Context: an optimization exercise on an open-source flow, tuned for small area. The choices shown serve that exercise and are no tape-out recipe.
Where RTL was checked, it was by simulation tests only, not by an equivalence proof against the original.
No functional check of the RTL was part of run 5.
Power figures rest on the tool's default switching activity, not on a simulated workload.

[flow/config.mk]
export PLATFORM = sky130hd
export DESIGN_NAME = game2048
export DESIGN_NICKNAME = game2048
export VERILOG_FILES = /design/flow/design.v
export SDC_FILE = /design/flow/constraint.sdc
export NUM_CORES = 8
export LEC_CHECK = 0
export ABC_AREA = 1
export CAP_MARGIN = 10
export CORE_MARGIN = 2
export CORE_UTILIZATION = 55
export CTS_BUF_LIST = sky130_fd_sc_hd__clkbuf_8
export CTS_CLUSTER_DIAMETER = 80
export CTS_CLUSTER_SIZE = 12
export GPL_TIMING_DRIVEN = 0
export SLEW_MARGIN = 10
[flow/constraint.sdc]
create_clock -name core_clock -period 10.0 [get_ports {clk}]
set_input_delay 2.0000 -clock core_clock [delete_from_list [all_inputs] [get_ports {clk}]]
set_output_delay 2.0000 -clock core_clock [all_outputs]
set_load 0.01 [all_outputs]
[flow/design.v]
module game2048 (
    btnS, btnL, btnR, btnU, btnD, clk, RsRx, sw,      
    AN, SEG, RsTx                                    
);
input       btnS, btnL, btnR, btnU, btnD, clk, RsRx;
input [1:0] sw;
output [3:0] AN;
output [6:0] SEG;
output      RsTx;
reg [1:0] arst_ff;
always @(posedge clk or posedge btnS)
    if (btnS) arst_ff <= 2'b11;
    else      arst_ff <= {1'b0, arst_ff[1]};
wire rst = arst_ff[0];
wire        pU, pD, pL, pR, tick, scan;
wire [63:0] bd;
wire        bd_rot;
wire [3:0]  mx;
wire        s_merge, s_output;
g2048_timers timers (
    .clk(clk), .rst(rst), .btnU(btnU), .btnD(btnD), .btnL(btnL), .btnR(btnR),
    .pU(pU), .pD(pD), .pL(pL), .pR(pR), .tick(tick), .scan(scan));
g2048_board board (
    .clk(clk), .rst(rst), .pU(pU), .pD(pD), .pL(pL), .pR(pR), .tick(tick), .sw0(sw[0]),
    .bd(bd), .bd_rot(bd_rot), .mx(mx), .s_merge(s_merge), .s_output(s_output));
g2048_display display (
    .clk(clk), .rst(rst), .scan(scan), .mx(mx), .AN(AN), .SEG(SEG));
g2048_frames frames (
    .clk(clk), .rst(rst), .bd(bd), .bd_rot(bd_rot), .s_merge(s_merge), .s_output(s_output),
    .tx(RsTx));
endmodule
module g2048_timers (
    input clk, input rst, input btnU, input btnD, input btnL, input btnR,
    output pU, output pD, output pL, output pR, output tick, output scan);
function [12:0] lfsr13;
    input [12:0] s;
    lfsr13 = {s[11:0], s[12] ^ s[3] ^ s[2] ^ s[0]};
endfunction
reg [12:0] dv_lfsr;
wire clk_en = &dv_lfsr;      
always @(posedge clk)
    if (rst)         dv_lfsr <= 13'h1566;
    else if (clk_en) dv_lfsr <= 13'h0acc;
    else             dv_lfsr <= lfsr13(dv_lfsr);
reg [2:0] step_d_L, step_d_R, step_d_U, step_d_D;
always @(posedge clk)
    if (rst) begin
        step_d_L <= 0; step_d_R <= 0; step_d_U <= 0; step_d_D <= 0;
    end else if (clk_en) begin
        step_d_L <= {btnL, step_d_L[2:1]};
        step_d_R <= {btnR, step_d_R[2:1]};
        step_d_U <= {btnU, step_d_U[2:1]};
        step_d_D <= {btnD, step_d_D[2:1]};
    end
assign pL = ~step_d_L[0] & step_d_L[1];
assign pR = ~step_d_R[0] & step_d_R[1];
assign pU = ~step_d_U[0] & step_d_U[1];
assign pD = ~step_d_D[0] & step_d_D[1];
reg [12:0] tick_lfsr;
assign tick = &tick_lfsr;    
always @(posedge clk)
    if (rst)       tick_lfsr <= 13'h160a;
    else if (tick) tick_lfsr <= 13'h057d;
    else           tick_lfsr <= lfsr13(tick_lfsr);
reg [12:0] scan_lfsr;
assign scan = &scan_lfsr;    
always @(posedge clk)
    if (rst)       scan_lfsr <= 13'h0cf8;
    else if (scan) scan_lfsr <= 13'h0bd1;
    else           scan_lfsr <= lfsr13(scan_lfsr);
endmodule
module g2048_board (
    input clk, input rst, input pU, input pD, input pL, input pR, input tick, input sw0,
    output reg [63:0] bd,        
    output reg bd_rot,           
    output reg [3:0] mx,         
    output s_merge, output s_output);
localparam S_init = 3'd0, S_merge = 3'd1, S_shift = 3'd2, S_gen = 3'd3, S_output = 3'd4;
reg [2:0] state;
reg       ur;            
reg       bfull;         
assign s_merge  = (state == S_merge);
wire   s_shift  = (state == S_shift);
assign s_output = (state == S_output);
wire anybtn = pL | pR | pU | pD;
wire move = (s_merge | s_shift) & anybtn;
wire vert = move & (pU | pD);
wire down_right = pU ? 1'b0 : pD ? 1'b1 : pL ? 1'b0 : 1'b1;
wire rot  = move & (bd_rot ^ down_right);
function [15:0] line_move;
    input [15:0] x;
    input mrg;           
    input sft;           
    reg [3:0] a, b, c, d, nz1, nz2;
    reg za, zb, zc, ecd, m0, mb;
    reg [3:0] s0, s1, s2, s3;    
    reg [3:0] inc;
    reg [3:0] o0, o1, o2, o3;
    begin
        a = x[3:0]; b = x[7:4]; c = x[11:8]; d = x[15:12];
        za = a == 0; zb = b == 0; zc = c == 0;
        nz1 = ~zb ? b : ~zc ? c : d;
        nz2 = ~zc ? c : d;
        ecd = c == d;
        m0 = (a == nz1) | (za & zb);                 
        mb = (b == nz2) | (zb & zc);                 
        if (mrg) begin
            s0 = 4'b0001;
            s1 = m0 ? {zb & ~za & ~zc, ~zb | za, 1'b0, 1'b0} : 4'b0010;
            s2 = m0 ? {(~zb | za) & ~ecd, 3'b000} : mb ? {~zc | zb, 3'b000} : 4'b0100;
            s3 = {~m0 & ~mb & ~ecd, 3'b000};
            inc = {1'b0, ~m0 & ~mb & ecd & ~zc, m0 ? ((~zb | za) & ecd & ~zc) : (mb & ~zb), m0 & ~za};
        end else if (sft) begin
            s0 = {za & zb & zc, za & zb & ~zc, za & ~zb, ~za};
            s1 = {(za & zb & ~zc) | (za & ~zb & zc) | (~za & zb & zc), (za ^ zb) & ~zc, ~za & ~zb, 1'b0};
            s2 = {(~za & ~zb & zc) | (~za & zb & ~zc) | (za & ~zb & ~zc), ~za & ~zb & ~zc, 2'b00};
            s3 = {~za & ~zb & ~zc, 3'b000};
            inc = 4'b0000;
        end else begin
            s0 = 4'b0001; s1 = 4'b0010; s2 = 4'b0100; s3 = 4'b1000;
            inc = 4'b0000;
        end
        o0 = (({4{s0[0]}} & a) | ({4{s0[1]}} & b) | ({4{s0[2]}} & c) | ({4{s0[3]}} & d)) + {3'd0, inc[0]};
        o1 = (({4{s1[0]}} & a) | ({4{s1[1]}} & b) | ({4{s1[2]}} & c) | ({4{s1[3]}} & d)) + {3'd0, inc[1]};
        o2 = (({4{s2[0]}} & a) | ({4{s2[1]}} & b) | ({4{s2[2]}} & c) | ({4{s2[3]}} & d)) + {3'd0, inc[2]};
        o3 = (({4{s3[0]}} & a) | ({4{s3[1]}} & b) | ({4{s3[2]}} & c) | ({4{s3[3]}} & d)) + {3'd0, inc[3]};
        line_move = {o3, o2, o1, o0};
    end
endfunction
reg [63:0] lines_in, lines_out, moved;
integer j, p;
always @(*) begin
    for (j = 0; j < 4; j = j + 1)
        for (p = 0; p < 4; p = p + 1)
            case ({vert, rot})
            2'b00: lines_in[16*j + 4*p +: 4] = bd[4*(j*4 + p) +: 4];
            2'b01: lines_in[16*j + 4*p +: 4] = bd[4*(15 - (j*4 + p)) +: 4];
            2'b10: lines_in[16*j + 4*p +: 4] = bd[4*(p*4 + j) +: 4];
            default: lines_in[16*j + 4*p +: 4] = bd[4*(15 - (p*4 + j)) +: 4];
            endcase
    for (j = 0; j < 4; j = j + 1)
        lines_out[16*j +: 16] = line_move(lines_in[16*j +: 16], move & s_merge, move & s_shift);
    for (j = 0; j < 4; j = j + 1)
        for (p = 0; p < 4; p = p + 1)
            moved[4*(j*4 + p) +: 4] = vert ? lines_out[16*p + 4*j +: 4] : lines_out[16*j + 4*p +: 4];
end
reg [15:0] empty;
integer e;
always @(*)
    for (e = 0; e < 16; e = e + 1)
        empty[e] = (bd[4*e +: 4] == 4'd0);
wire win  = (mx == 4'd11);
wire full = ~|empty;
wire lose = full & bfull;
localparam [63:0] RU_ORDER = {4'd12, 4'd13, 4'd8, 4'd14, 4'd9, 4'd4, 4'd15, 4'd10,
                              4'd5, 4'd0, 4'd11, 4'd6, 4'd1, 4'd7, 4'd2, 4'd3};
wire use_ld = ~(sw0 ^ ur) ^ bd_rot;    
reg [15:0] place;
reg        found_ru, found_ld;
integer g;
always @(*) begin
    place = 16'd0;
    found_ru = 1'b0;
    found_ld = 1'b0;
    for (g = 0; g < 16; g = g + 1) begin
        if (!use_ld && empty[RU_ORDER[4*g +: 4]] && !found_ru) place[RU_ORDER[4*g +: 4]] = 1'b1;
        if (empty[RU_ORDER[4*g +: 4]]) found_ru = 1'b1;
        if (use_ld && empty[RU_ORDER[4*(15-g) +: 4]] && !found_ld) place[RU_ORDER[4*(15-g) +: 4]] = 1'b1;
        if (empty[RU_ORDER[4*(15-g) +: 4]]) found_ld = 1'b1;
    end
end
always @(posedge clk)
    if (rst) begin
        state <= S_gen;
        ur    <= 1'b0;
    end else if (state == S_output)
        state <= S_init;
    else if (state == S_init) begin
        if (anybtn & tick & ~lose & ~win) begin
            state <= S_merge;
            ur    <= pU | pR;
        end
    end else
        state <= state + 3'd1;
integer t;
always @(posedge clk)
    if (rst) begin
        bd     <= 64'd0;
        bd_rot <= 1'b0;
        bfull  <= 1'b0;
    end else begin
        bd <= moved;
        if (move) bd_rot <= down_right;
        if (state == S_gen && ~win)
            for (t = 0; t < 16; t = t + 1) if (place[t]) bd[4*t] <= 1'b1;
        if (move & s_shift) bfull <= full;
    end
reg [15:0] cand;
integer m, bi;
always @(*) begin
    cand = 16'hffff;
    for (bi = 3; bi >= 0; bi = bi - 1) begin
        mx[bi] = 1'b0;
        for (m = 0; m < 16; m = m + 1)
            mx[bi] = mx[bi] | (cand[m] & bd[4*m + bi]);
        for (m = 0; m < 16; m = m + 1)
            cand[m] = cand[m] & (bd[4*m + bi] | ~mx[bi]);
    end
end
endmodule
module g2048_display (
    input clk, input rst, input scan, input [3:0] mx,
    output reg [3:0] AN, output reg [6:0] SEG);
reg [1:0] LED_counter;
always @(posedge clk)
    if (rst)       LED_counter <= 2'd0;
    else if (scan) LED_counter <= LED_counter + 2'd1;
always @(*) begin
    case (LED_counter)
    2'd0: AN = 4'b1110;
    2'd1: AN = 4'b1101;
    2'd2: AN = 4'b1011;
    default: AN = 4'b0111;
    endcase
    case (LED_counter)
    2'd0:    
        case (mx)
        4'd11, 4'd7, 4'd3: SEG = 7'b0000000;
        4'd10, 4'd6, 4'd2: SEG = 7'b0011001;
        4'd9, 4'd5, 4'd1:  SEG = 7'b0100100;
        4'd8, 4'd4:        SEG = 7'b0000010;
        default:           SEG = 7'b0000110;
        endcase
    2'd1:    
        case (mx)
        4'd11: SEG = 7'b0011001;
        4'd10: SEG = 7'b0100100;
        4'd9:  SEG = 7'b1111001;
        4'd8:  SEG = 7'b0010010;
        4'd7:  SEG = 7'b0100100;
        4'd6:  SEG = 7'b0000010;
        4'd5:  SEG = 7'b0110000;
        4'd4:  SEG = 7'b1111001;
        4'd3, 4'd2, 4'd1: SEG = 7'b1111111;
        default: SEG = 7'b0010010;
        endcase
    2'd2:    
        case (mx)
        4'd11, 4'd10: SEG = 7'b1000000;
        4'd9:  SEG = 7'b0010010;
        4'd8:  SEG = 7'b0100100;
        4'd7:  SEG = 7'b1111001;
        4'd6, 4'd5, 4'd4, 4'd3, 4'd2, 4'd1: SEG = 7'b1111111;
        default: SEG = 7'b1000000;
        endcase
    default:     
        case (mx)
        4'd11: SEG = 7'b0100100;
        4'd10: SEG = 7'b1111001;
        4'd9, 4'd8, 4'd7, 4'd6, 4'd5, 4'd4, 4'd3, 4'd2, 4'd1: SEG = 7'b1111111;
        default: SEG = 7'b1000111;
        endcase
    endcase
end
endmodule
module g2048_frames (
    input clk, input rst, input [63:0] bd, input bd_rot, input s_merge, input s_output,
    output tx);
reg  [7:0] wrem;         
reg  [7:0] fcnt;         
reg  [5:0] q;            
wire busy   = |wrem;
wire ffull  = &fcnt;
wire fempty = ~|fcnt;
wire stb    = s_output & ~busy;
wire wr     = busy & ~ffull;
wire rd     = ~fempty & (q == 6'd0);
always @(posedge clk)
    if (rst) begin
        wrem <= 8'd0;
        fcnt <= 8'd0;
    end else begin
        if (stb)     wrem <= 8'd175;
        else if (wr) wrem <= wrem - 8'd1;
        fcnt <= fcnt + {7'd0, wr} - {7'd0, rd};
    end
reg        bf;           
reg [63:0] snap_x;       
reg [63:0] snap_y;       
reg        x_rot, y_rot;  
reg [1:0]  dloc;         
wire copy = s_merge & bf;
always @(posedge clk)
    if (rst)       bf <= 1'b0;
    else if (stb)  bf <= 1'b1;
    else if (copy) bf <= 1'b0;
always @(posedge clk)
    if (copy) begin
        snap_x <= bd;
        snap_y <= snap_x;
        x_rot  <= bd_rot;
        y_rot  <= x_rot;
    end
reg [3:0] rtop;          
reg [1:0] rf;            
reg [2:0] rp;            
wire frame_end = (rtop == 4'd15) & (rp == 3'd5);
always @(posedge clk)
    if (rst) begin
        rtop <= 4'd15;
        rf   <= 2'd3;
        rp   <= 3'd5;
    end else if (rd) begin
        if (!rtop[3]) rtop <= rtop + 4'd1;
        else if (rp == 3'd5) begin
            rtop <= frame_end ? 4'd1 : rtop + 4'd1;
            rf <= 2'd0;
            rp <= 3'd0;
        end else if (rp == 3'd4 && rf != 2'd3) begin
            rf <= rf + 2'd1;
            rp <= 3'd0;
        end else
            rp <= rp + 3'd1;
    end
always @(posedge clk)
    if (rst) dloc <= 2'd0;
    else     dloc <= dloc + {1'b0, copy} - {1'b0, rd & frame_end};
wire [1:0] trow = rtop[2:1];
wire       trot = dloc[1] ? bd_rot : dloc[0] ? y_rot : x_rot;
wire [3:0] tidx = {trow, rf} ^ {4{trot}};
reg  [3:0] tile;
always @(*) begin
    if (dloc[1])           tile = bd[4*tidx +: 4];
    else if (dloc == 2'd0) tile = snap_x[4*tidx +: 4];
    else                   tile = snap_y[4*tidx +: 4];
end
function [7:0] digit;
    input [3:0] t;
    input [1:0] pos;
    begin
        digit = " ";
        case (pos)
        2'd0: case (t)
              4'd11: digit = "2";
              4'd10: digit = "1";
              default: ;
              endcase
        2'd1: case (t)
              4'd11, 4'd10: digit = "0";
              4'd9: digit = "5";
              4'd8: digit = "2";
              4'd7, 4'd4: digit = "1";
              4'd6: digit = "6";
              4'd5: digit = "3";
              default: ;
              endcase
        2'd2: case (t)
              4'd11, 4'd6, 4'd2: digit = "4";
              4'd10, 4'd7, 4'd5, 4'd1: digit = "2";
              4'd9: digit = "1";
              4'd8: digit = "5";
              4'd4: digit = "6";
              4'd3: digit = "8";
              default: ;
              endcase
        default: case (t)
              4'd11, 4'd7: digit = "8";
              4'd10: digit = "4";
              4'd9: digit = "2";
              4'd8: digit = "6";
              default: ;
              endcase
        endcase
    end
endfunction
reg [7:0] ch;
always @(*) begin
    if (!rtop[3])
        case (rtop[2:0])
        3'd1, 3'd5: ch = 8'd27;
        3'd2, 3'd6: ch = "[";
        3'd3:       ch = "2";
        3'd4:       ch = "J";
        default:    ch = "H";
        endcase
    else if (rtop[2:0] == 3'd7)
        ch = 8'd0;
    else if (rp == 3'd5)
        ch = "\r";
    else if (rp == 3'd4)
        ch = (rf == 2'd3) ? "\n" : (rtop[0] ? "+" : "|");
    else
        ch = rtop[0] ? "-" : digit(tile, rp[1:0]);
end
always @(posedge clk)
    if (rst) q <= 6'd0;
    else if (rd) q <= 6'd3;
    else if (q == 6'd47) q <= 6'd0;
    else if (q != 6'd0) q <= q + 6'd1;
reg txb;
always @(*)
    case (q[5:2])
    4'd1: txb = 1'b0;
    4'd2: txb = ch[0];
    4'd3: txb = ch[1];
    4'd4: txb = ch[2];
    4'd5: txb = ch[3];
    4'd6: txb = ch[4];
    4'd7: txb = ch[5];
    4'd8: txb = ch[6];
    4'd9: txb = ch[7];
    default: txb = 1'b1;
    endcase
assign tx = txb;
endmodule
[flow/flow/run.sh]
#!/bin/bash
# Own layout flow: the standard flow (standard.sh), with these changes to synthesis only:
#  - the technology mapping (Yosys's abc pass) uses an area-oriented ABC script
#    (flow/area.abc) instead of ORFS's;
#  - no adder cells (ADDER_MAP_FILE empty) and no Kogge-Stone carry map
#    (SYNTH_OPERATIONS_ARGS), so that abc maps adders as plain logic;
# the ports are buffered with the smallest buffer (BUFFER_PORTS_ARGS), and the clock tree
# is built without dummy loads (CTS_ARGS).
# Flip-flop mapping, flattening and register naming are the standard synthesis's
# (synth_recipe.tcl).  Each step's full log is in orfs/logs/; make's output is in flow_make.log.
set -euo pipefail
W=$PWD
cat > "$W/synth_area.tcl" <<EOT
proc abc {args} {
  set i [lsearch -exact \$args -script]
  if {\$i >= 0} { set args [lreplace \$args [expr {\$i + 1}] [expr {\$i + 1}] {$W/flow/area.abc}] }
  puts "abc (area script): \$args"
  yosys abc {*}\$args
}
source {$W/synth_recipe.tcl}
EOT
EXTRA="SYNTH_SCRIPT=$W/synth_area.tcl ADDER_MAP_FILE= SYNTH_OPERATIONS_ARGS=-nofsm"
EXTRA="$EXTRA BUFFER_PORTS_ARGS='-buffer_cell sky130_fd_sc_hd__buf_1'"
# clock tree: config.mk's buffer and clustering settings, without dummy loads
EXTRA="$EXTRA CTS_ARGS='-sink_clustering_enable -repair_clock_nets -sink_clustering_size 12"
EXTRA="$EXTRA -sink_clustering_max_diameter 80 -buf_list sky130_fd_sc_hd__clkbuf_8 -dont_use_dummy_load'"
sed -e "s|SYNTH_SCRIPT=[^ ]*|$EXTRA|" standard.sh > "$W/standard_area.sh"
grep -q "SYNTH_SCRIPT=$W/synth_area.tcl" "$W/standard_area.sh"
bash "$W/standard_area.sh" finish > "$W/flow_make.log" 2>&1
test -s "$W/out/final.def"
[flow/flow/area.abc]
strash
&get -n
&deepsyn -T 60
&put
&get -n
&dch -f
&nf -a -R 1000 -F 20 -A 20
&put
[flow/standard.sh]
#!/bin/bash
# synth_recipe.tcl (not shown) runs the flow's synth.tcl, then flattens the netlist and writes it again
# the make line also repeats each setting of config.mk as NAME=value (left out here)
make -C /OpenROAD-flow-scripts/flow DESIGN_CONFIG=/design/flow/config.mk WORK_HOME=/design/flow/orfs CLKGATE_MAP_FILE= SYNTH_SCRIPT=/design/flow/synth_recipe.tcl "${@:-finish}"
==> flow_metrics.env, run 1 <==
export IMPL_drt_initial_drc_count=1958
export IMPL_syn2layout_area_growth_pct=8.00
export IMPL_drc=0
export IMPL_dr_pass1_iters=6
export IMPL_switching_share=0.403
export IMPL_synthTopCellsByArea="edfxtp_1, dfxtp_1, nor2_1"
export IMPL_final_setup_viol_count=0
export IMPL_cap_violations=0
export IMPL_comb_power_share=0.384
export IMPL_rsz0062_at_grt="no"
export IMPL_synth_top_area_share=0.251
export IMPL_rr_startpoint="timers.step_d_D[1]"
export IMPL_clock_skew_ns=0.0568
export IMPL_cp_end_kind="output pin"
export IMPL_clockPowerShare=0.193
export IMPL_layout_drive_gt1_share=0.0340
export IMPL_initial_core_util=0.559
export IMPL_cts_setup_buffers=0
export IMPL_htreeDepth=1
export IMPL_r2r_slack_ns=1.35
export IMPL_cts_made_buffers=28
export IMPL_fin_ws_ns=0.463
export IMPL_vias=14766
export IMPL_ys_seq_area_frac=0.456
export IMPL_r2r_cells=23
export IMPL_fp_coreArea_sq_um=27900
export IMPL_vias_per_cell=6.89
export IMPL_wl_per_cell_microns=24.1
export IMPL_hp_class="reg2reg"
export IMPL_grt_max_degree=59
export IMPL_ys_ff_latch=289
export IMPL_final_cell_mix="nor2_1, dfxtp_1, nand2_1"
export IMPL_max_slew_margin=0.148
export IMPL_fp_dieW_microns=172
export IMPL_die_y_microns=172
export IMPL_power_mw=3.31
export IMPL_ys_types=63
export IMPL_io_pins=21
export IMPL_max_freq_mhz=105
export IMPL_reg2reg_to="board.bd[39]"
export IMPL_netlist_area_sq_um=15600
export IMPL_synthArstFlopShare=0.00692
export IMPL_portBuffers=18
export IMPL_nets=1777
export IMPL_synth_edf_count=130
export IMPL_clockBufferDepth=3
export IMPL_synth_flop_cell="dfxtp_1"
export IMPL_start_kind="register"
export IMPL_grt_pass1_vias=13334
export IMPL_cts_root_buffer="clkbuf_8"
export IMPL_grt_usage=0.345
export IMPL_synth_top_cell_by_area="edfxtp_1"
export IMPL_hold_worst_slack_ns=0.364
export IMPL_worstMarginPinSlew_ns=1.28
export IMPL_p_per_area_nw_per_um2=197
export IMPL_hold_viol=0
export IMPL_wirelength_mm=51.7
export IMPL_detail_route_antenna_nets=0
export IMPL_timing_final_crit_period_ns=9.54
export IMPL_path_clk_slew_ns=0.08
export IMPL_diodes=0
export IMPL_syn_area_per_cell_sq_um=9.13
export IMPL_synthCells=1706
export IMPL_grt_overflow=0
export IMPL_switchingPower_mw=1.34
export IMPL_period_share=0.954
export IMPL_layout_cells_non_filler=2144
export IMPL_clock_sinks=289
export IMPL_peakVddDrop_v=0.000118
export IMPL_gp_congestion=1.01
export IMPL_place_ws_ns=0.695
export IMPL_fin_area_sq_um=16800
export IMPL_dieArea_sq_um=29700
export IMPL_placedCellCount=2116
export IMPL_critPathKind="reg2out"
export IMPL_sequentialPowerShare=0.423
export IMPL_antenna_found_initial=1
export IMPL_final_common_cell="nor2_1"
export IMPL_tritoncts="done"
export IMPL_clk_latency_ns=0.62
export IMPL_rows=61
export IMPL_worstPathRequired_ns=8.00
export IMPL_critical_path_startpoint="frames.dloc[1]"
export IMPL_p_int_mw=1.98
export IMPL_holdCritStartpoint="arst_ff[1]"
export IMPL_crit_end="RsTx"
export IMPL_postPlaceCellArea_sq_um=16400
export IMPL_dpl_hpwl_mm=35.7
export IMPL_crit_arrival_ns=7.54
export IMPL_fin_setup_tns_ns=0
export IMPL_drv_slew=0
export IMPL_syn_nets=1715
export IMPL_synth_warnings=5
export IMPL_grt_pass1_wl_mm=78.0
export IMPL_status="complete, no violations"
export IMPL_cp_max_fo=23
export IMPL_fin_util=0.604
export IMPL_leakagePower_nw=5.60
power by group through the flow:
stage / logic (mW) / clock network (mW) / registers, mW
final: 1.27 / 0.638 / 1.40
after global placement: 1.22 / 0 / 1.42
after CTS: 1.25 / 0.648 / 1.40
after global routing: 1.40 / 0.692 / 1.41
after detailed placement: 1.24 / 0 / 1.42
after floorplan: 0.898 / 0 / 1.39
synthesized netlist by cell type, types with 39 or more instances:
library cell  instances
nor2_1              193
dfxtp_1             157
nand2_1             154
edfxtp_1            130
o21ai_0             126
o22ai_1             107
a21oi_1              86
clkinv_1             62
xnor2_1              54
nor3_1               49
o221ai_1             44
xor2_1               44
mux2i_1              43
nand3_1              41
nor4_1               39
critical path: stages (launching register included):
cell and delay [ns]:
dfxtp_1 0.98, a21oi_2 0.37, xnor2_1 0.80, and2_0 0.81, a22oi_1 0.17, nand3_1 0.14
a21oi_1 0.05, a31oi_1 0.17, a31oi_1 0.10, o221ai_1 0.75, clkinv_1 0.27, a21oi_1 0.21
o22ai_1 0.11, or3_1 0.41, nor2_1 0.20, o21ai_0 0.12, a21oi_1 0.14, o221ai_1 0.12
a21oi_1 0.16, o22ai_1 0.11, o211ai_1 0.10, nand4_1 0.35, buf_1 0.24
cell type report:
type / instances / area [sq um]
multi-input cells: 1355 / 8330
flip-flops and latches: 289 / 7100
fillers: 2478 / 11000
repair buffers: 32 / 290
well taps: 378 / 473
inverters: 62 / 233
clock buffers: 28 / 385
flip-flops by register name, indices dropped and copies added, names as in the netlist, 2 cells and up:
name and count:
frames.dloc 2, frames.fcnt 8, board.bd 64, timers.step_d_L 3, frames.rf 2, timers.tick_lfsr 13
frames.snap_y 64, frames.rp 3, timers.dv_lfsr 13, frames.q 6, timers.step_d_D 3, timers.scan_lfsr 13
display.LED_counter 2, timers.step_d_R 3, timers.step_d_U 3, frames.snap_x 64, board.state 3, frames.rtop 4
arst_ff 2, frames.wrem 8
cells by family (layout without fill, tap and decap cells):
| logic type | after synthesis | count (layout) | synth area share |
|---|---|---|---|
| simple gates | 645 | 645 | 0.198 |
| compound gates | 561 | 561 | 0.243 |
| flops | 289 | 289 | 0.456 |
| xor+xnor | 98 | 98 | 0.0551 |
| buf+inv | 62 | 122 | 0.0149 |
| mux | 50 | 50 | 0.0327 |
| other cells | 1 | 1 | 0.000241 |
how the worst min path moves through the flow:
stage | endpoint | slack, ns | cells after the start
after global routing | arst_ff[0] | 0.37 | 0
after floorplan | arst_ff[0] | 0.35 | 0
after CTS | arst_ff[0] | 0.37 | 0
final | arst_ff[0] | 0.36 | 0
after global placement | arst_ff[0] | 0.35 | 0
after detailed placement | arst_ff[0] | 0.35 | 0
layer usage:
| metal | share of wire | track usage | vias up |
|---|---|---|---|
| li1 | - | - | 6769 |
| met1 | 0.41 | 0.464 | 7039 |
| met2 | 0.44 | 0.538 | 776 |
| met3 | 0.094 | 0.0549 | 180 |
| met4 | 0.059 | 0.180 | 2 |
| met5 | 0.00037 | 0 | - |
what timing repair did:
item | 4_1_cts | 5_1_grt
hold buffers | 0 | 0
gates resized for setup | 0 | 4
endpoints found under the setup margin | 0 | 2
==> run 2: changes to the inputs <==
==> flow/flow/run.sh (replaced) <==
#!/bin/bash
# Own layout flow: the standard flow (standard.sh) with these changes:
#  - synthesis: the technology mapping (Yosys's abc pass) uses an area-oriented ABC script
#    (flow/area.abc) instead of ORFS's, and there are no adder cells (ADDER_MAP_FILE empty)
#    and no Kogge-Stone carry map (SYNTH_OPERATIONS_ARGS), so that abc maps adders as plain
#    logic.  Flip-flop mapping, flattening and register naming are the standard synthesis's
#    (synth_recipe.tcl).
#  - placement: the ports are buffered with the smallest buffer (BUFFER_PORTS_ARGS).
#  - clock tree: config.mk's buffer and clustering settings, without dummy loads (CTS_ARGS).
# Each step's full log is in orfs/logs/; make's output is in flow_make.log.
set -euo pipefail
W=$PWD
cat > "$W/synth_area.tcl" <<EOT
proc abc {args} {
  set i [lsearch -exact \$args -script]
  if {\$i >= 0} { set args [lreplace \$args [expr {\$i + 1}] [expr {\$i + 1}] {$W/flow/area.abc}] }
  puts "abc (area script): \$args"
  yosys abc {*}\$args
}
source {$W/synth_recipe.tcl}
EOT
EXTRA="SYNTH_SCRIPT=$W/synth_area.tcl ADDER_MAP_FILE= SYNTH_OPERATIONS_ARGS=-nofsm"
EXTRA="$EXTRA BUFFER_PORTS_ARGS='-buffer_cell sky130_fd_sc_hd__buf_1'"
EXTRA="$EXTRA CTS_ARGS='-sink_clustering_enable -repair_clock_nets -sink_clustering_size 12"
EXTRA="$EXTRA -sink_clustering_max_diameter 80 -buf_list sky130_fd_sc_hd__clkbuf_8 -dont_use_dummy_load'"
sed -e "s|SYNTH_SCRIPT=[^ ]*|$EXTRA|" standard.sh > "$W/standard_area.sh"
grep -q "SYNTH_SCRIPT=$W/synth_area.tcl" "$W/standard_area.sh"
bash "$W/standard_area.sh" finish > "$W/flow_make.log" 2>&1
test -s "$W/out/final.def"
==> run 2 against run 1 <==
Compared with the run above:
- non-clock buffer count unchanged
- sequential cell count unchanged
- clock skew unchanged
- maximum frequency unchanged
- power unchanged
- sequential power about the same
- core utilization unchanged
- clock power about the same
- via count unchanged
- largest cell class unchanged
- cell count unchanged
- worst hold slack unchanged
- still clean
- setup slack unchanged
==> flow_metrics.env, run 2 <==
export IMPL_p_per_area_nw_per_um2=197
export IMPL_clockBufferDepth=3
export IMPL_postPlaceCellArea_sq_um=16400
export IMPL_ctsHoldBuffers=0
export IMPL_synthTopCellsByArea="edfxtp_1, dfxtp_1, nor2_1"
export IMPL_status="complete, no violations"
export IMPL_grt_pass1_wl_mm=78.0
export IMPL_hp_class="reg2reg"
export IMPL_fin_area_sq_um=16800
export IMPL_initial_core_util=0.559
export IMPL_diodes=0
export IMPL_synth_top_area_share=0.251
export IMPL_clock_skew_ns=0.0568
export IMPL_detail_route_antenna_nets=0
export IMPL_cp_top_family="compound AO/OA/AOI/OAI gates"
export IMPL_synth_flop_cell="dfxtp_1"
export IMPL_grt_overflow=0
export IMPL_synthCells=1706
export IMPL_crit_arrival_ns=7.54
export IMPL_timing_final_crit_period_ns=9.54
export IMPL_period_share=0.954
export IMPL_drc=0
export IMPL_max_stage_delay_ns=0.98
export IMPL_cts_resized=0
export IMPL_vias=14766
export IMPL_synthTopCellsByCount="nor2_1, dfxtp_1, nand2_1"
export IMPL_critPathBufInv=2
export IMPL_drv_slew=0
export IMPL_dpl_hpwl_mm=35.7
export IMPL_syn_area_per_cell_sq_um=9.13
export IMPL_syn2layout_area_growth_pct=8.00
export IMPL_final_cell_mix="nor2_1, dfxtp_1, nand2_1"
export IMPL_final_setup_viol_count=0
export IMPL_start_kind="register"
export IMPL_antenna_found_initial=1
export IMPL_hold_worst_slack_ns=0.364
export IMPL_rows=61
export IMPL_cp_cell_sequence="a21oi_2 -> xnor2_1 -> and2_0 -> a22oi_1 -> nand3_1 -> a21oi_1 -> a31oi_1 -> a31oi_1 -> o221ai_1 -> clkinv_1 -> a21oi_1 -> o22ai_1 -> or3_1 -> nor2_1 -> o21ai_0 -> a21oi_1 -> o221ai_1 -> a21oi_1 -> o22ai_1 -> o211ai_1 -> nand4_1 -> buf_1"
export IMPL_grt_usage=0.345
export IMPL_n_fill_cell=2478
export IMPL_netlist_area_sq_um=15600
export IMPL_cap_violations=0
export IMPL_critPathKind="reg2out"
export IMPL_peakVddDrop_v=0.000118
export IMPL_io_pins=21
export IMPL_synth_edf_count=130
export IMPL_clk_latency_ns=0.62
export IMPL_cp_slowest_cell="dfxtp_1"
export IMPL_fp_dieW_microns=172
export IMPL_portBuffers=18
export IMPL_ys_ff_latch=289
export IMPL_hold_viol=0
export IMPL_htreeDepth=1
export IMPL_worstPathRequired_ns=8.00
export IMPL_syn_nets=1715
export IMPL_rsz0062_at_grt="no"
export IMPL_nets=1777
export IMPL_regArea_sq_um=7100
export IMPL_path_clk_slew_ns=0.08
export IMPL_ys_types=63
export IMPL_clock_sinks=289
export IMPL_dr_pass1_iters=6
export IMPL_drt_initial_drc_count=1958
export IMPL_cp_end_kind="output pin"
export IMPL_tritoncts="done"
export IMPL_dieArea_sq_um=29700
export IMPL_max_freq_mhz=105
export IMPL_wl_per_cell_microns=24.1
export IMPL_place_ws_ns=0.695
export IMPL_cts_root_buffer="clkbuf_8"
export IMPL_cp_max_fo=23
export IMPL_synth_top_cell_by_area="edfxtp_1"
export IMPL_die_y_microns=172
export IMPL_fp_coreArea_sq_um=27900
export IMPL_multi_input_area_sq_um=8330
export IMPL_max_slew_margin=0.148
export IMPL_wirelength_mm=51.7
export IMPL_cts_setup_buffers=0
export IMPL_ys_seq_area_frac=0.456
export IMPL_reg_top3="board.bd x64, frames.snap_x x64, frames.snap_y x64"
export IMPL_grt_pass1_vias=13334
export IMPL_gp_congestion=1.01
export IMPL_cts_made_buffers=28
export IMPL_vias_per_cell=6.89
export IMPL_crit_top_cell="a21oi_1"
export IMPL_final_common_cell="nor2_1"
export IMPL_synth_most_common_cell="nor2_1"
export IMPL_synthArstFlopShare=0.00692
export IMPL_synth_warnings=5
export IMPL_leakagePower_nw=5.60
export IMPL_worstMarginPinSlew_ns=1.28
export IMPL_layout_drive_gt1_share=0.0340
export IMPL_grt_max_degree=59
export IMPL_fin_ws_ns=0.463
==> run 2: final cells by class <==
type                            instances  area share
Sequential cell                       289       0.422
Tap cell                              378      0.0281
Inverter                               62      0.0138
Timing Repair Buffer                   32      0.0173
Multi-Input combinational cell       1355       0.496
Clock buffer                           28      0.0229
==> run 2: kinds of logic after synthesis <==
| kind of cell | share of synthesized area |
|---|---|
| AOI/OAI and AO/OA | 0.243 |
| and+or+nand+nor | 0.198 |
| buffers and inverters | 0.0149 |
| xor gates and xnor gates | 0.0551 |
| other | 0.000241 |
| muxes | 0.0327 |
| DFF | 0.456 |
==> run 2: through the flow <==
stage                     utilization  total power, mW  setup TNS (ns)  instances
after floorplan                     -             2.29               0       1706
after global placement          0.578             2.64           -3.46       2102
after detailed placement        0.588             2.67               0       2116
after CTS                       0.602             3.30               0       2144
after global routing            0.604             3.51               0       2144
final                           0.604             3.31               0       2144
==> run 2: final timing paths <==
check / from / endpoint / slack, ns / cells past startpoint
max: frames.dloc[1] / RsTx / 0.46 / 22
min in group asynchronous: btnS / arst_ff[1] / 1.39 / 2
max reg2reg: timers.step_d_D[1] / board.bd[39] / 1.35 / 23
min: arst_ff[1] / arst_ff[0] / 0.36 / 0
min reg2reg: arst_ff[1] / arst_ff[0] / 0.36 / 0
max in group asynchronous: btnS / arst_ff[0] / 8.59 / 2
==> run 2: per-layer routing <==
layer / GRT usage / vias to the layer above / part of all wire
met5: 0 / - / 0.00037
met4: 0.180 / 2 / 0.059
met3: 0.0549 / 180 / 0.094
met2: 0.538 / 776 / 0.44
met1: 0.464 / 7039 / 0.41
li1: - / 6769 / -
==> run 2: power by group <==
part	total (mW)	internal (mW)	switching (mW)
Sequential	1.40	1.29	0.109
Clock	0.638	0.248	0.390
Combinational	1.27	0.436	0.836
==> run 3: changes to the inputs <==
==> flow/flow/area.abc (replaced) <==
strash
&get -n
&deepsyn -T 60
&put
&get -n
&dch -f
&nf -a -R 1000 -F 20 -A 20 -E 100
&put
==> run 3 against run 2 <==
Compared with the run above:
- first-iteration DRC count shrank 17%
- global-route usage shrank 0.62 points
- largest power group unchanged
- worst hold slack gained 0.0011 ns
- setup slack gained 0.00099 ns
- sequential cell count is the same
- cell count shrank 3.5%
- core utilization shrank 0.23 points
- final area shrank 0.65%
- clock power is essentially flat
- combinational power is essentially flat
- via count shrank 1.5%
==> flow_metrics.env, run 3 <==
export IMPL_reg_top3="board.bd x64, frames.snap_x x64, frames.snap_y x64"
export IMPL_fin_area_sq_um=16700
export IMPL_clock_sinks=289
export IMPL_vias_per_cell=7.03
export IMPL_grt_usage=0.339
export IMPL_hold_viol=0
export IMPL_synthTopCellsByCount="dfxtp_1, nor2_1, edfxtp_1"
export IMPL_timing_final_crit_period_ns=9.54
export IMPL_dr_pass1_iters=6
export IMPL_synth_most_common_cell="dfxtp_1"
export IMPL_detail_route_antenna_nets=0
export IMPL_critPathKind="reg2out"
export IMPL_crit_arrival_ns=7.54
export IMPL_critPathBufInv=2
export IMPL_syn_area_per_cell_sq_um=9.50
export IMPL_max_slew_margin=0.156
export IMPL_grt_pass1_wl_mm=76.5
export IMPL_cap_violations=0
export IMPL_switchingPower_mw=1.32
export IMPL_io_pins=21
export IMPL_cp_top_family="compound AO/OA/AOI/OAI gates"
export IMPL_synthArstFlopShare=0.00692
export IMPL_place_ws_ns=0.939
export IMPL_drt_initial_drc_count=1627
export IMPL_fp_dieW_microns=172
export IMPL_drv_slew=0
export IMPL_synthCells=1637
export IMPL_clk_latency_ns=0.60
export IMPL_vias=14548
export IMPL_cp_end_kind="output pin"
export IMPL_ys_ff_latch=289
export IMPL_cp_cell_sequence="clkinv_1 -> o21ai_1 -> xnor2_2 -> nor2_1 -> o21ai_0 -> nor2_1 -> o21ai_0 -> nand4_1 -> nand2_1 -> o21ai_0 -> nor2b_1 -> nor2_1 -> a22oi_1 -> nand3_1 -> o21bai_1 -> a21o_1 -> a32oi_1 -> o21ai_0 -> a221oi_1 -> o221ai_1 -> nand4_1 -> buf_1"
export IMPL_clock_skew_ns=0.0293
export IMPL_fp_coreArea_sq_um=27800
export IMPL_clockBufferDepth=3
export IMPL_fin_setup_tns_ns=0
export IMPL_syn_nets=1646
export IMPL_worstPathRequired_ns=8.00
export IMPL_diodes=0
export IMPL_grt_max_degree=68
export IMPL_start_kind="register"
export IMPL_path_clk_slew_ns=0.08
export IMPL_grt_overflow=0
export IMPL_dieArea_sq_um=29600
export IMPL_crit_top_cell="o21ai_0"
export IMPL_syn2layout_area_growth_pct=7.38
export IMPL_ys_types=66
export IMPL_final_cell_mix="dfxtp_1, nor2_1, edfxtp_1"
export IMPL_hold_worst_slack_ns=0.365
export IMPL_cp_num_cells=22
export IMPL_leakagePower_nw=5.41
export IMPL_synth_top_area_share=0.251
export IMPL_cts_root_buffer="clkbuf_8"
export IMPL_antenna_found_initial=0
export IMPL_initial_core_util=0.560
export IMPL_status="complete, no violations"
export IMPL_nets=1702
export IMPL_peakVddDrop_v=0.000126
export IMPL_worstMarginPinSlew_ns=1.26
export IMPL_wirelength_mm=51.0
export IMPL_layout_drive_gt1_share=0.0313
export IMPL_p_int_mw=1.99
export IMPL_portBuffers=18
export IMPL_p_per_area_nw_per_um2=198
export IMPL_cp_slowest_cell="nor2_1"
export IMPL_tritoncts="done"
export IMPL_cts_setup_buffers=0
export IMPL_grt_pass1_vias=13088
export IMPL_cts_made_buffers=28
export IMPL_period_share=0.954
export IMPL_final_setup_viol_count=0
export IMPL_synth_edf_count=130
export IMPL_fin_ws_ns=0.464
export IMPL_max_stage_delay_ns=1.04
export IMPL_hp_class="reg2reg"
export IMPL_die_y_microns=172
export IMPL_rows=61
export IMPL_synth_flop_cell="dfxtp_1"
export IMPL_synth_top_cell_by_area="edfxtp_1"
export IMPL_dpl_hpwl_mm=35.8
export IMPL_wl_per_cell_microns=24.7
export IMPL_sequentialPowerShare=0.418
export IMPL_htreeDepth=1
export IMPL_rsz0062_at_grt="no"
export IMPL_synth_warnings=5
export IMPL_hold_depth=0
export IMPL_r2r_cells=25
export IMPL_clockPowerShare=0.192
export IMPL_synthTopCellsByArea="edfxtp_1, dfxtp_1, nor2_1"
export IMPL_max_freq_mhz=105
export IMPL_fin_util=0.601
export IMPL_netlist_area_sq_um=15600
export IMPL_postPlaceCellArea_sq_um=16300
export IMPL_comb_power_share=0.390
export IMPL_ys_seq_area_frac=0.456
export IMPL_gp_congestion=0.992
export IMPL_cp_max_fo=15
export IMPL_switching_share=0.400
export IMPL_drc=0
export IMPL_final_common_cell="dfxtp_1"
-- run 3: cell count changes in the layout (fill, tap and decap cells not counted), sizes merged, moves of 11 or more --
cell,previous run,this run
nand2,154,129
o21a,11,23
o22a,9,20
o21ai,126,93
clkinv,61,43
o22ai,107,86
o221a,8,22
a22o,26,15
nor2,193,155
-- run 3: layout make-up --
class | count | area [sq um]
clock buffer | 28 | 385
fill | 2523 | 11100
inverter | 43 | 161
multi-input combinational | 1305 | 8350
sequential | 289 | 7110
tap | 378 | 473
timing repair buffer | 26 | 225
-- run 3: logic make-up (layout without fill, tap and decap cells) --
group | after synthesis | in the layout | synth area share
xor gates and xnor gates | 97 | 97 | 0.0546
other | 1 | 1 | 0.000241
DFF | 289 | 289 | 0.456
muxes | 51 | 51 | 0.0356
and+or+nand+nor | 597 | 597 | 0.190
buffers and inverters | 43 | 97 | 0.0104
AOI/OAI and AO/OA | 559 | 559 | 0.253
-- run 3: per-stage QoR --
step | instances | power, mW
2_1_floorplan | 1637 | 2.30
4_1_cts | 2068 | 3.29
5_1_grt | 2069 | 3.49
6_report | 2069 | 3.31
3_5_place_dp | 2040 | 2.66
3_3_place_gp | 2033 | 2.65
-- run 3: final timing paths --
check,startpoint,endpoint,slack (ns)
max in group asynchronous,btnS,arst_ff[1],8.60
setup / recovery,frames.dloc[1],RsTx,0.46
setup reg to reg,timers.step_d_U[1],board.bd[27],1.71
min in group asynchronous,btnS,arst_ff[1],1.38
hold / removal,arst_ff[1],arst_ff[0],0.37
hold reg to reg,arst_ff[1],arst_ff[0],0.37
-- run 3: worst register-to-register path: cells and delay by family, from the launching register on --
family           cells  cell delay, ns
flip-flops           1            0.35
XOR/XNOR             2            0.30
AO/OA/AOI/OAI        4            0.74
AND/OR/NAND/NOR     18            6.17
multiplexers         1            0.57
-- run 3: per-layer routing --
metal	GRT usage	routed length (microns)
met1	0.473	21600
met2	0.520	21900
met3	0.0609	5000
met4	0.138	2510
met5	0	0
-- run 3: power groups by stage --
stage,Combinational (mW),Sequential [mW],Clock [mW]
floorplan,0.923,1.38,0
global placement,1.24,1.41,0
detailed placement,1.26,1.41,0
CTS,1.26,1.38,0.647
global route,1.41,1.39,0.681
finish,1.29,1.38,0.637
-- run 3: what timing repair did --
item,CTS,global route
setup endpoints to repair,0,2
resized for setup,0,6
hold buffers,0,0
==> run 4: changes to the inputs <==
==> flow/flow/area.abc (replaced) <==
strash
&get -n
&deepsyn -T 60
&put
&get -n
&dch -f
&nf -a -p -R 1000 -F 20 -A 20 -E 100
&put
==> run 4 against run 3 <==
Compared with the run above:
- power rose by 0.92%
- setup slack improved by 0.26 ns
- sequential power hardly changed
- worst hold slack got worse by 0.0014 ns
- die area down 0.16%
- synthesized cell count increased by 0.67%
- wire length shrank 3.7%
- sequential share of layout area hardly changed
- via count is 1.4% lower
- highest routed layer unchanged
==> flow_metrics.env, run 4 <==
export IMPL_status="complete, no violations"
export IMPL_worstPathRequired_ns=8.00
export IMPL_sequentialPowerShare=0.414
export IMPL_antenna_found_initial=0
export IMPL_layout_cells_non_filler=2080
export IMPL_cts_resized=1
export IMPL_switching_share=0.403
export IMPL_switchingPower_mw=1.35
export IMPL_p_per_area_nw_per_um2=200
export IMPL_layout_drive_gt1_share=0.0317
export IMPL_gp_congestion=1.01
export IMPL_period_share=0.928
export IMPL_rsz0062_at_grt="no"
export IMPL_final_common_cell="nor2_1"
export IMPL_crit_arrival_ns=7.28
export IMPL_synth_most_common_cell="nor2_1"
export IMPL_place_ws_ns=0.418
export IMPL_drt_initial_drc_count=1834
export IMPL_dr_pass1_iters=8
export IMPL_synth_top_family_by_area="compound AO/OA/AOI/OAI gates"
export IMPL_grt_max_degree=80
export IMPL_cap_violations=0
export IMPL_peakVddDrop_v=0.000165
export IMPL_clock_skew_ns=0.0987
export IMPL_synthTopCellsByCount="nor2_1, dfxtp_1, nand2_1"
export IMPL_grt_usage=0.331
export IMPL_syn_area_per_cell_sq_um=9.42
export IMPL_synthArstFlopShare=0.00692
export IMPL_cts_setup_buffers=0
export IMPL_rows=61
export IMPL_hold_worst_slack_ns=0.364
export IMPL_worstMarginPinSlew_ns=1.25
export IMPL_nets=1713
export IMPL_power_mw=3.34
export IMPL_timing_final_crit_period_ns=9.28
export IMPL_synth_top_area_share=0.251
export IMPL_diodes=0
export IMPL_htreeDepth=1
export IMPL_grt_overflow=0
export IMPL_fin_area_sq_um=16700
export IMPL_clock_sinks=289
export IMPL_fp_coreArea_sq_um=27800
export IMPL_synth_fa_ha_area_frac=0
export IMPL_initial_core_util=0.559
export IMPL_synth_compound_area_share=0.244
export IMPL_synthTopCellsByArea="edfxtp_1, dfxtp_1, o22ai_1"
export IMPL_leakagePower_nw=5.39
export IMPL_drv_slew=0
export IMPL_fin_util=0.601
export IMPL_portBuffers=18
export IMPL_cp_end_kind="output pin"
export IMPL_hold_viol=0
export IMPL_syn_nets=1657
export IMPL_vias_per_cell=6.90
export IMPL_placedCellCount=2052
export IMPL_fp_dieW_microns=172
export IMPL_synth_simple_area_share=0.198
export IMPL_synth_warnings=5
export IMPL_grt_pass1_vias=13227
export IMPL_die_y_microns=172
export IMPL_critPathKind="reg2out"
export IMPL_fin_ws_ns=0.724
export IMPL_dpl_hpwl_mm=34.9
export IMPL_clockBufferDepth=3
export IMPL_fin_setup_tns_ns=0
export IMPL_postPlaceCellArea_sq_um=16300
export IMPL_synth_edf_count=130
export IMPL_cts_root_buffer="clkbuf_8"
export IMPL_comb_power_share=0.395
export IMPL_wl_per_cell_microns=23.6
export IMPL_ctsHoldBuffers=0
export IMPL_final_cell_mix="nor2_1, dfxtp_1, nand2_1"
export IMPL_start_kind="register"
export IMPL_synth_top_cell_by_area="edfxtp_1"
export IMPL_drc=0
export IMPL_clk_latency_ns=0.62
export IMPL_clockPowerShare=0.190
export IMPL_synthMuxAreaShare=0.0342
export IMPL_synth_xor_xnor_area_share=0.0547
export IMPL_ys_types=63
export IMPL_vias=14344
export IMPL_hp_class="reg2reg"
export IMPL_max_slew_margin=0.162
export IMPL_multi_input_area_sq_um=8310
export IMPL_wirelength_mm=49.2
export IMPL_netlist_area_sq_um=15500
export IMPL_dieArea_sq_um=29600
export IMPL_syn2layout_area_growth_pct=7.47
export IMPL_ys_seq_area_frac=0.457
export IMPL_regArea_sq_um=7100
export IMPL_path_clk_slew_ns=0.07
export IMPL_ys_ff_latch=289
export IMPL_p_int_mw=2.00
export IMPL_cp_max_fo=19
export IMPL_io_pins=21
export IMPL_final_setup_viol_count=0
export IMPL_synthCells=1648
export IMPL_grt_pass1_wl_mm=75.5
export IMPL_tritoncts="done"
export IMPL_n_fill_cell=2495
export IMPL_detail_route_antenna_nets=0
export IMPL_max_freq_mhz=108
export IMPL_reg_top3="board.bd x64, frames.snap_x x64, frames.snap_y x64"
export IMPL_synth_flop_cell="dfxtp_1"
export IMPL_cts_made_buffers=28
[run 4: path summary, 6_finish.rpt]
| path | from | slack, ns | cells after the start | to |
|---|---|---|---|---|
| worst min-delay path | arst_ff[1] | 0.36 | 0 | arst_ff[0] |
| max in group asynchronous | btnS | 8.57 | 2 | arst_ff[1] |
| worst max-delay path | frames.dloc[1] | 0.72 | 27 | RsTx |
| worst max register to register | timers.step_d_U[1] | 1.58 | 22 | board.bd[31] |
| min in group asynchronous | btnS | 1.41 | 2 | arst_ff[1] |
| worst min register to register | arst_ff[1] | 0.36 | 0 | arst_ff[0] |
[run 4: area by class of cell]
type	count	share of cell area
inverter	48	0.0108
clock buffer	28	0.0231
tap	378	0.0283
multi-input combinational	1311	0.498
sequential	289	0.426
timing repair buffer	26	0.0139
[run 4: power by group through the flow]
stage / clock (mW) / sequential (mW) / combinational [mW]
final: 0.636 / 1.38 / 1.32
after global routing: 0.694 / 1.40 / 1.46
after CTS: 0.650 / 1.38 / 1.30
after detailed placement: 0 / 1.41 / 1.29
after global placement: 0 / 1.41 / 1.26
after floorplan: 0 / 1.38 / 0.927
[run 4: logic make-up (layout without fill, tap and decap cells)]
logic type / Yosys count / count (layout)
other cells: 1 / 1
buf+inv: 48 / 102
compound gates: 545 / 545
flops: 289 / 289
xor+xnor: 97 / 97
mux: 50 / 50
simple gates: 618 / 618
[run 4: routing by layer]
layer  GRT usage  share of wire  up-vias
li1            -              -     6570
met5           0              0        -
met2       0.532           0.45      765
met4       0.134          0.048        0
met3      0.0593          0.099      178
met1       0.444           0.40     6831
[run 4: worst max-delay path, cell delays in order (launching register included)]
cell,delay (ns)
dfxtp_1,0.70
clkinv_1,0.55
nand2_1,0.20
o21ai_2,0.19
xnor2_2,0.69
nand2b_1,0.70
o221a_1,0.43
o221ai_1,0.11
nand3_1,0.18
a32oi_1,0.28
o21ai_0,0.29
nor2_1,0.49
nand2b_1,0.19
a31oi_1,0.05
a21oi_1,0.20
nand3_1,0.12
a21o_1,0.20
nand3_1,0.08
nand2_1,0.05
o21ai_0,0.15
o311ai_0,0.15
nand2_1,0.11
nand2_1,0.06
nand4_1,0.08
o21ai_0,0.08
o2111ai_1,0.09
nand4_1,0.10
buf_1,0.14
==> run 5: changes to the inputs <==
--- a/flow/design.v
+++ b/flow/design.v
@@ -393,12 +393,11 @@
         ch = rtop[0] ? "-" : digit(tile, rp[1:0]);
 end
+wire [5:0] q_next = rd ? 6'd3 : (q == 6'd47) ? 6'd0 : (q != 6'd0) ? q + 6'd1 : 6'd0;
 always @(posedge clk)
     if (rst) q <= 6'd0;
-    else if (rd) q <= 6'd3;
-    else if (q == 6'd47) q <= 6'd0;
-    else if (q != 6'd0) q <= q + 6'd1;
+    else     q <= q_next;
 reg txb;
 always @(*)
-    case (q[5:2])
+    case (q_next[5:2])
     4'd1: txb = 1'b0;
     4'd2: txb = ch[0];
@@ -412,4 +411,8 @@
     default: txb = 1'b1;
     endcase
-assign tx = txb;
+reg tx_out;
+always @(posedge clk)
+    if (rst) tx_out <= 1'b1;
+    else     tx_out <= txb;
+assign tx = tx_out;
 endmodule
==> flow/flow/area.abc (replaced) <==
strash
&get -n
&deepsyn -T 60
&put
&get -n
&dch -f
&nf -a -R 1000 -F 20 -A 20 -E 100
&put
==> run 5 against run 4 <==
Compared with the run above:
- still clean
- clock power is 0.9% lower
- largest cell class unchanged
- critical endpoint is now SEG[1]
- critical path depth shrank 6
- clock-buffer cell count unchanged
==> flow_metrics.env, run 5 <==
export IMPL_p_per_area_nw_per_um2=189
export IMPL_cp_slowest_cell="dfxtp_1"
export IMPL_rsz0062_at_grt="no"
export IMPL_vias=14688
export IMPL_fp_dieW_microns=173
export IMPL_leakagePower_nw=5.39
export IMPL_cts_setup_buffers=0
export IMPL_clk_latency_ns=0.59
export IMPL_drv_slew=0
export IMPL_dieArea_sq_um=29900
export IMPL_clockPowerShare=0.198
export IMPL_htreeDepth=1
export IMPL_cap_violations=0
export IMPL_place_ws_ns=1.27
export IMPL_synth_edf_count=130
export IMPL_hp_class="reg2reg"
export IMPL_status="complete, no violations"
export IMPL_switching_share=0.388
export IMPL_ys_ff_latch=290
export IMPL_cp_cell_sequence="nor4_1 -> nand4_1 -> or2_0 -> a41oi_1 -> a2111oi_0 -> a21boi_4 -> buf_16 -> o22ai_1 -> o21ai_0 -> nor4_1 -> nand2_1 -> a21o_1 -> a22oi_1 -> a311o_1 -> and2_0 -> a31oi_1 -> nor2b_1 -> a2111oi_0 -> o221ai_1 -> and3_1 -> buf_1"
export IMPL_synthCells=1671
export IMPL_drt_initial_drc_count=1880
export IMPL_r2r_slack_ns=1.49
export IMPL_worstMarginPinSlew_ns=1.18
export IMPL_clock_sinks=290
export IMPL_synth_warnings=5
export IMPL_cp_max_fo=26
export IMPL_cts_root_buffer="clkbuf_8"
export IMPL_grt_usage=0.322
export IMPL_path_clk_slew_ns=0.08
export IMPL_cts_resized=0
export IMPL_syn_area_per_cell_sq_um=9.40
export IMPL_hold_worst_slack_ns=0.362
export IMPL_fin_setup_tns_ns=0
export IMPL_power_mw=3.17
export IMPL_syn_nets=1680
export IMPL_critPathKind="reg2out"
export IMPL_initial_core_util=0.562
export IMPL_ctsHoldBuffers=0
export IMPL_period_share=0.958
export IMPL_synth_top_cell_by_area="edfxtp_1"
export IMPL_critical_path_startpoint="board.bd[19]"
export IMPL_cts_made_buffers=28
export IMPL_reg_top3="board.bd x64, frames.snap_x x64, frames.snap_y x64"
export IMPL_wirelength_mm=49.9
export IMPL_drc=0
export IMPL_sequentialPowerShare=0.440
export IMPL_fp_coreArea_sq_um=27900
export IMPL_die_y_microns=173
export IMPL_max_stage_delay_ns=0.86
export IMPL_layout_cells_non_filler=2105
export IMPL_worstPathRequired_ns=8.00
export IMPL_tritoncts="done"
export IMPL_switchingPower_mw=1.23
export IMPL_dpl_hpwl_mm=35.8
export IMPL_r2r_cells=26
export IMPL_final_cell_mix="nor2_1, dfxtp_1, nand2_1"
export IMPL_synth_most_common_cell="nor2_1"
export IMPL_grt_overflow=0
export IMPL_grt_max_degree=76
export IMPL_nets=1737
export IMPL_crit_arrival_ns=7.58
export IMPL_hold_viol=0
export IMPL_fin_ws_ns=0.419
export IMPL_cp_end_kind="output pin"
export IMPL_fin_area_sq_um=16800
export IMPL_vias_per_cell=6.98
export IMPL_layout_drive_gt1_share=0.0278
export IMPL_reg2reg_to="board.bd[27]"
export IMPL_io_pins=21
export IMPL_placedCellCount=2076
export IMPL_synthArstFlopShare=0.00690
export IMPL_antenna_found_initial=1
export IMPL_grt_pass1_vias=13711
export IMPL_max_slew_margin=0.213
export IMPL_wl_per_cell_microns=23.7
export IMPL_rows=61
export IMPL_postPlaceCellArea_sq_um=16400
export IMPL_crit_end="SEG[1]"
export IMPL_rr_startpoint="timers.step_d_U[1]"
export IMPL_final_common_cell="nor2_1"
export IMPL_comb_power_share=0.361
export IMPL_portBuffers=18
export IMPL_synthTopCellsByCount="nor2_1, dfxtp_1, nand2_1"
export IMPL_grt_pass1_wl_mm=76.6
export IMPL_detail_route_antenna_nets=0
export IMPL_final_setup_viol_count=0
export IMPL_n_fill_cell=2480
export IMPL_ys_types=64
export IMPL_fin_util=0.602
export IMPL_timing_final_crit_period_ns=9.58
export IMPL_start_kind="register"
export IMPL_max_freq_mhz=104
export IMPL_synth_top_area_share=0.249
export IMPL_peakVddDrop_v=0.000153
export IMPL_dr_pass1_iters=6
export IMPL_ys_seq_area_frac=0.453
export IMPL_clock_skew_ns=0.0481
export IMPL_synth_flop_cell="dfxtp_1"
export IMPL_p_int_mw=1.94
export IMPL_synthTopCellsByArea="edfxtp_1, dfxtp_1, nor2_1"
export IMPL_clockBufferDepth=3
export IMPL_netlist_area_sq_um=15700
export IMPL_gp_congestion=0.968
export IMPL_syn2layout_area_growth_pct=7.16
## run 5: cell types whose count changed after synthesis, moves of 11 or more
cell and change:
clkinv_1 -15, o221ai_1 +20, nor4_1 +12, o22ai_1 -21
nand2_1 +11, mux2i_1 +11
## run 5: final cells by class
| class | instances | area, sq um | share of cell area |
|---|---|---|---|
| Antenna cell | 1 | 2.50 | 0.000149 |
| Clock buffer | 28 | 385 | 0.0229 |
| Inverter | 33 | 124 | 0.00736 |
| Multi-Input combinational cell | 1348 | 8510 | 0.506 |
| Sequential cell | 290 | 7120 | 0.423 |
| Tap cell | 378 | 473 | 0.0281 |
| Timing Repair Buffer | 27 | 205 | 0.0122 |
## run 5: worst min-delay path by stage
stage	depth (start not counted)	to	startpoint
after CTS	0	arst_ff[0]	arst_ff[1]
final	0	arst_ff[0]	arst_ff[1]
after global routing	0	arst_ff[0]	arst_ff[1]
after floorplan	0	arst_ff[0]	arst_ff[1]
after global placement	0	arst_ff[0]	arst_ff[1]
after detailed placement	0	arst_ff[0]	arst_ff[1]
## run 5: power by group through the flow
stage	registers [mW]	clock network (mW)	logic [mW]
final	1.40	0.630	1.15
after global routing	1.41	0.683	1.26
after CTS	1.39	0.642	1.13
after detailed placement	1.42	0	1.12
after global placement	1.42	0	1.11
after floorplan	1.39	0	0.809
## run 5: worst max-delay path: cells and delay by family (launching register included)
family | cells | cell delay (ns)
AO/OA/AOI/OAI | 11 | 3.76
AND/OR/NAND/NOR | 8 | 1.98
flip-flops | 1 | 0.86
buffers and inverters | 2 | 0.37
## run 5: metal layers
layer	wire length [microns]	GRT usage	vias to the layer above
li1	-	-	6706
met4	2430	0.142	0
met3	4470	0.0512	162
met5	0	0	-
met2	22500	0.522	799
met1	20500	0.428	7021
## run 5: kinds of logic after synthesis
family                   synth area share
AND/OR/NAND/NOR                     0.199
AO/OA/AOI/OAI                       0.245
flip-flops                          0.453
XOR/XNOR                           0.0563
multiplexers                       0.0380
buffers and inverters             0.00789
adder cells (fa/ha/maj)          0.000637
other                            0.000239
==> run 6: changes to the inputs <==
--- a/flow/design.v
+++ b/flow/design.v
@@ -393,11 +393,12 @@
         ch = rtop[0] ? "-" : digit(tile, rp[1:0]);
 end
-wire [5:0] q_next = rd ? 6'd3 : (q == 6'd47) ? 6'd0 : (q != 6'd0) ? q + 6'd1 : 6'd0;
 always @(posedge clk)
     if (rst) q <= 6'd0;
-    else     q <= q_next;
+    else if (rd) q <= 6'd3;
+    else if (q == 6'd47) q <= 6'd0;
+    else if (q != 6'd0) q <= q + 6'd1;
 reg txb;
 always @(*)
-    case (q_next[5:2])
+    case (q[5:2])
     4'd1: txb = 1'b0;
     4'd2: txb = ch[0];
@@ -411,8 +412,4 @@
     default: txb = 1'b1;
     endcase
-reg tx_out;
-always @(posedge clk)
-    if (rst) tx_out <= 1'b1;
-    else     tx_out <= txb;
-assign tx = tx_out;
+assign tx = txb;
 endmodule
--- a/flow/flow/run.sh
+++ b/flow/flow/run.sh
@@ -22,6 +22,6 @@
 EXTRA="SYNTH_SCRIPT=$W/synth_area.tcl ADDER_MAP_FILE= SYNTH_OPERATIONS_ARGS=-nofsm"
 EXTRA="$EXTRA BUFFER_PORTS_ARGS='-buffer_cell sky130_fd_sc_hd__buf_1'"
-EXTRA="$EXTRA CTS_ARGS='-sink_clustering_enable -repair_clock_nets -sink_clustering_size 12"
-EXTRA="$EXTRA -sink_clustering_max_diameter 80 -buf_list sky130_fd_sc_hd__clkbuf_8 -dont_use_dummy_load'"
+EXTRA="$EXTRA CTS_ARGS='-sink_clustering_enable -repair_clock_nets -sink_clustering_size 14"
+EXTRA="$EXTRA -sink_clustering_max_diameter 100 -buf_list sky130_fd_sc_hd__clkbuf_8 -dont_use_dummy_load'"
 sed -e "s|SYNTH_SCRIPT=[^ ]*|$EXTRA|" standard.sh > "$W/standard_area.sh"
 grep -q "SYNTH_SCRIPT=$W/synth_area.tcl" "$W/standard_area.sh"
==> run 6 against run 5 <==
Compared with the run above:
- largest power group unchanged
- largest cell class unchanged
- still clean on timing, DRC and antenna
- combinational power grew 12%
- final area shrank 1.1%
- die area shrank 0.92%
- highest routed layer unchanged
==> flow_metrics.env, run 6 <==
export IMPL_gp_congestion=0.992
export IMPL_synth_compound_area_share=0.253
export IMPL_cp_max_fo=19
export IMPL_synth_xor_xnor_area_share=0.0546
export IMPL_status="complete, no violations"
export IMPL_ys_types=66
export IMPL_grt_max_degree=68
export IMPL_ys_ff_latch=289
export IMPL_final_common_cell="dfxtp_1"
export IMPL_synth_top_area_share=0.251
export IMPL_placedCellCount=2040
export IMPL_peakVddDrop_v=0.000134
export IMPL_clock_skew_ns=0.0317
export IMPL_ctsHoldBuffers=0
export IMPL_synthMuxAreaShare=0.0356
export IMPL_hold_worst_slack_ns=0.368
export IMPL_synthTopCellsByArea="edfxtp_1, dfxtp_1, nor2_1"
export IMPL_die_y_microns=172
export IMPL_vias_per_cell=7.00
export IMPL_clockPowerShare=0.183
export IMPL_cp_end_kind="output pin"
export IMPL_power_mw=3.27
export IMPL_synthTopCellsByCount="dfxtp_1, nor2_1, edfxtp_1"
export IMPL_drc=0
export IMPL_critPathKind="reg2out"
export IMPL_final_setup_viol_count=0
export IMPL_start_kind="register"
export IMPL_fin_util=0.599
export IMPL_switchingPower_mw=1.32
export IMPL_antenna_found_initial=0
export IMPL_synth_most_common_cell="dfxtp_1"
export IMPL_grt_pass1_vias=13083
export IMPL_nets=1698
export IMPL_synthCells=1637
export IMPL_wirelength_mm=51.2
export IMPL_dpl_hpwl_mm=35.8
export IMPL_netlist_area_sq_um=15600
export IMPL_vias=14463
export IMPL_crit_arrival_ns=7.50
export IMPL_ys_seq_area_frac=0.456
export IMPL_synth_simple_area_share=0.190
export IMPL_wl_per_cell_microns=24.8
export IMPL_max_slew_margin=0.162
export IMPL_clk_latency_ns=0.57
export IMPL_fp_dieW_microns=172
export IMPL_drt_initial_drc_count=1806
export IMPL_fp_coreArea_sq_um=27800
export IMPL_syn2layout_area_growth_pct=7.03
export IMPL_synth_flop_cell="dfxtp_1"
export IMPL_layout_drive_gt1_share=0.0290
export IMPL_detail_route_antenna_nets=0
export IMPL_synth_warnings=5
export IMPL_clock_sinks=289
export IMPL_timing_final_crit_period_ns=9.50
export IMPL_switching_share=0.402
export IMPL_leakagePower_nw=5.38
export IMPL_synthArstFlopShare=0.00692
export IMPL_synth_top_family_by_area="compound AO/OA/AOI/OAI gates"
export IMPL_clockBufferDepth=3
export IMPL_tritoncts="done"
export IMPL_rsz0062_at_grt="no"
export IMPL_dr_pass1_iters=8
export IMPL_layout_cells_non_filler=2065
export IMPL_io_pins=21
export IMPL_sequentialPowerShare=0.423
export IMPL_path_clk_slew_ns=0.09
export IMPL_syn_area_per_cell_sq_um=9.50
export IMPL_grt_pass1_wl_mm=76.6
export IMPL_worstPathRequired_ns=8.00
export IMPL_drv_slew=0
export IMPL_syn_nets=1646
export IMPL_grt_usage=0.339
export IMPL_cap_violations=0
export IMPL_max_freq_mhz=105
export IMPL_cts_made_buffers=24
export IMPL_dieArea_sq_um=29600
export IMPL_rows=61
export IMPL_final_cell_mix="dfxtp_1, nor2_1, edfxtp_1"
export IMPL_worstMarginPinSlew_ns=1.25
export IMPL_comb_power_share=0.394
export IMPL_diodes=0
export IMPL_grt_overflow=0
export IMPL_hp_class="reg2reg"
export IMPL_p_per_area_nw_per_um2=196
export IMPL_initial_core_util=0.560
export IMPL_synth_edf_count=130
export IMPL_reg_top3="board.bd x64, frames.snap_x x64, frames.snap_y x64"
export IMPL_p_int_mw=1.95
export IMPL_cts_root_buffer="clkbuf_8"
export IMPL_portBuffers=18
export IMPL_synth_top_cell_by_area="edfxtp_1"
export IMPL_htreeDepth=1
export IMPL_synth_fa_ha_area_frac=0
export IMPL_period_share=0.950
export IMPL_hold_viol=0
run 6: cell count changes after synthesis, sizes merged, moves of 8 or more:
cell	change
nand2	-20
nor2	-14
a2111oi	-11
nor4	-11
or2	+9
nor2b	-10
o22a	-8
a221oi	+9
mux2i	-11
and3	-8
xor2	-8
clkinv	+10
run 6: cells by family after synthesis:
| logic type | after synthesis |
|---|---|
| flops | 289 |
| simple gates | 597 |
| buf+inv | 43 |
| mux | 51 |
| compound gates | 559 |
| other cells | 1 |
| xor+xnor | 97 |
run 6: critical path: stages (launching register included):
cell	delay, ns
dfxtp_1	0.59
clkinv_1	0.49
o21ai_1	0.79
xor2_1	0.68
nand2_1	0.68
o221a_1	0.47
o221ai_1	0.08
nand3_1	0.17
a32oi_1	0.28
o21ai_0	0.29
nor2_1	0.45
nor2_1	0.11
a22oi_1	0.24
nand3_1	0.13
o21bai_1	0.22
a21o_1	0.18
a32oi_1	0.19
o21ai_0	0.15
a221oi_1	0.33
o221ai_1	0.15
nand4_1	0.09
buf_1	0.16
run 6: path summary, 6_finish.rpt:
kind,startpoint,to,slack (ns),depth (start not counted)
max,frames.dloc[1],RsTx,0.50,21
min,arst_ff[1],arst_ff[0],0.37,0
max reg2reg,timers.step_d_U[1],board.bd[27],1.73,25
min reg2reg,arst_ff[1],arst_ff[0],0.37,0
max in group asynchronous,btnS,arst_ff[1],8.58,2
min in group asynchronous,btnS,arst_ff[1],1.40,2
run 6: stage by stage:
step / setup slack, ns / TNS [ns] / instance area, sq um
final: 0.503 / 0 / 16600
after CTS: 0.277 / 0 / 16600
after global routing: 0.109 / 0 / 16600
after floorplan: 0.784 / 0 / 15600
after detailed placement: 0.939 / 0 / 16300
after global placement: -1.75 / -8.04 / 16100
run 6: area by class of cell:
| class | instances | area (sq um) |
|---|---|---|
| clock buffer | 24 | 330 |
| fill | 2522 | 11100 |
| inverter | 43 | 161 |
| multi-input combinational | 1305 | 8350 |
| sequential | 289 | 7110 |
| tap | 378 | 473 |
| timing repair buffer | 26 | 225 |
run 6: timing repair:
item | in CTS | in global routing
setup endpoints to repair | 0 | 2
setup buffers | 0 | 0
gates resized for setup | 0 | 6
run 6: power groups by stage:
stage / Combinational (mW) / Clock, mW / Sequential [mW]
2_1_floorplan: 0.923 / 0 / 1.38
3_3_place_gp: 1.24 / 0 / 1.41
3_5_place_dp: 1.26 / 0 / 1.41
4_1_cts: 1.26 / 0.606 / 1.38
5_1_grt: 1.41 / 0.643 / 1.39
6_report: 1.29 / 0.597 / 1.38
run 6: layer usage:
layer / routed length [microns] / track usage
met1: 21600 / 0.470
met2: 22200 / 0.522
met3: 5100 / 0.0650
met4: 2300 / 0.138
met5: 0 / 0

Check on run 6: ideal ports give 0.503 ns setup slack; a clkbuf_16 on the clock port and buf_2 on the inputs give 0.454 ns; moving port delays by the midpoint clock arrival (0.609 ns) as well gives 1.063 ns.
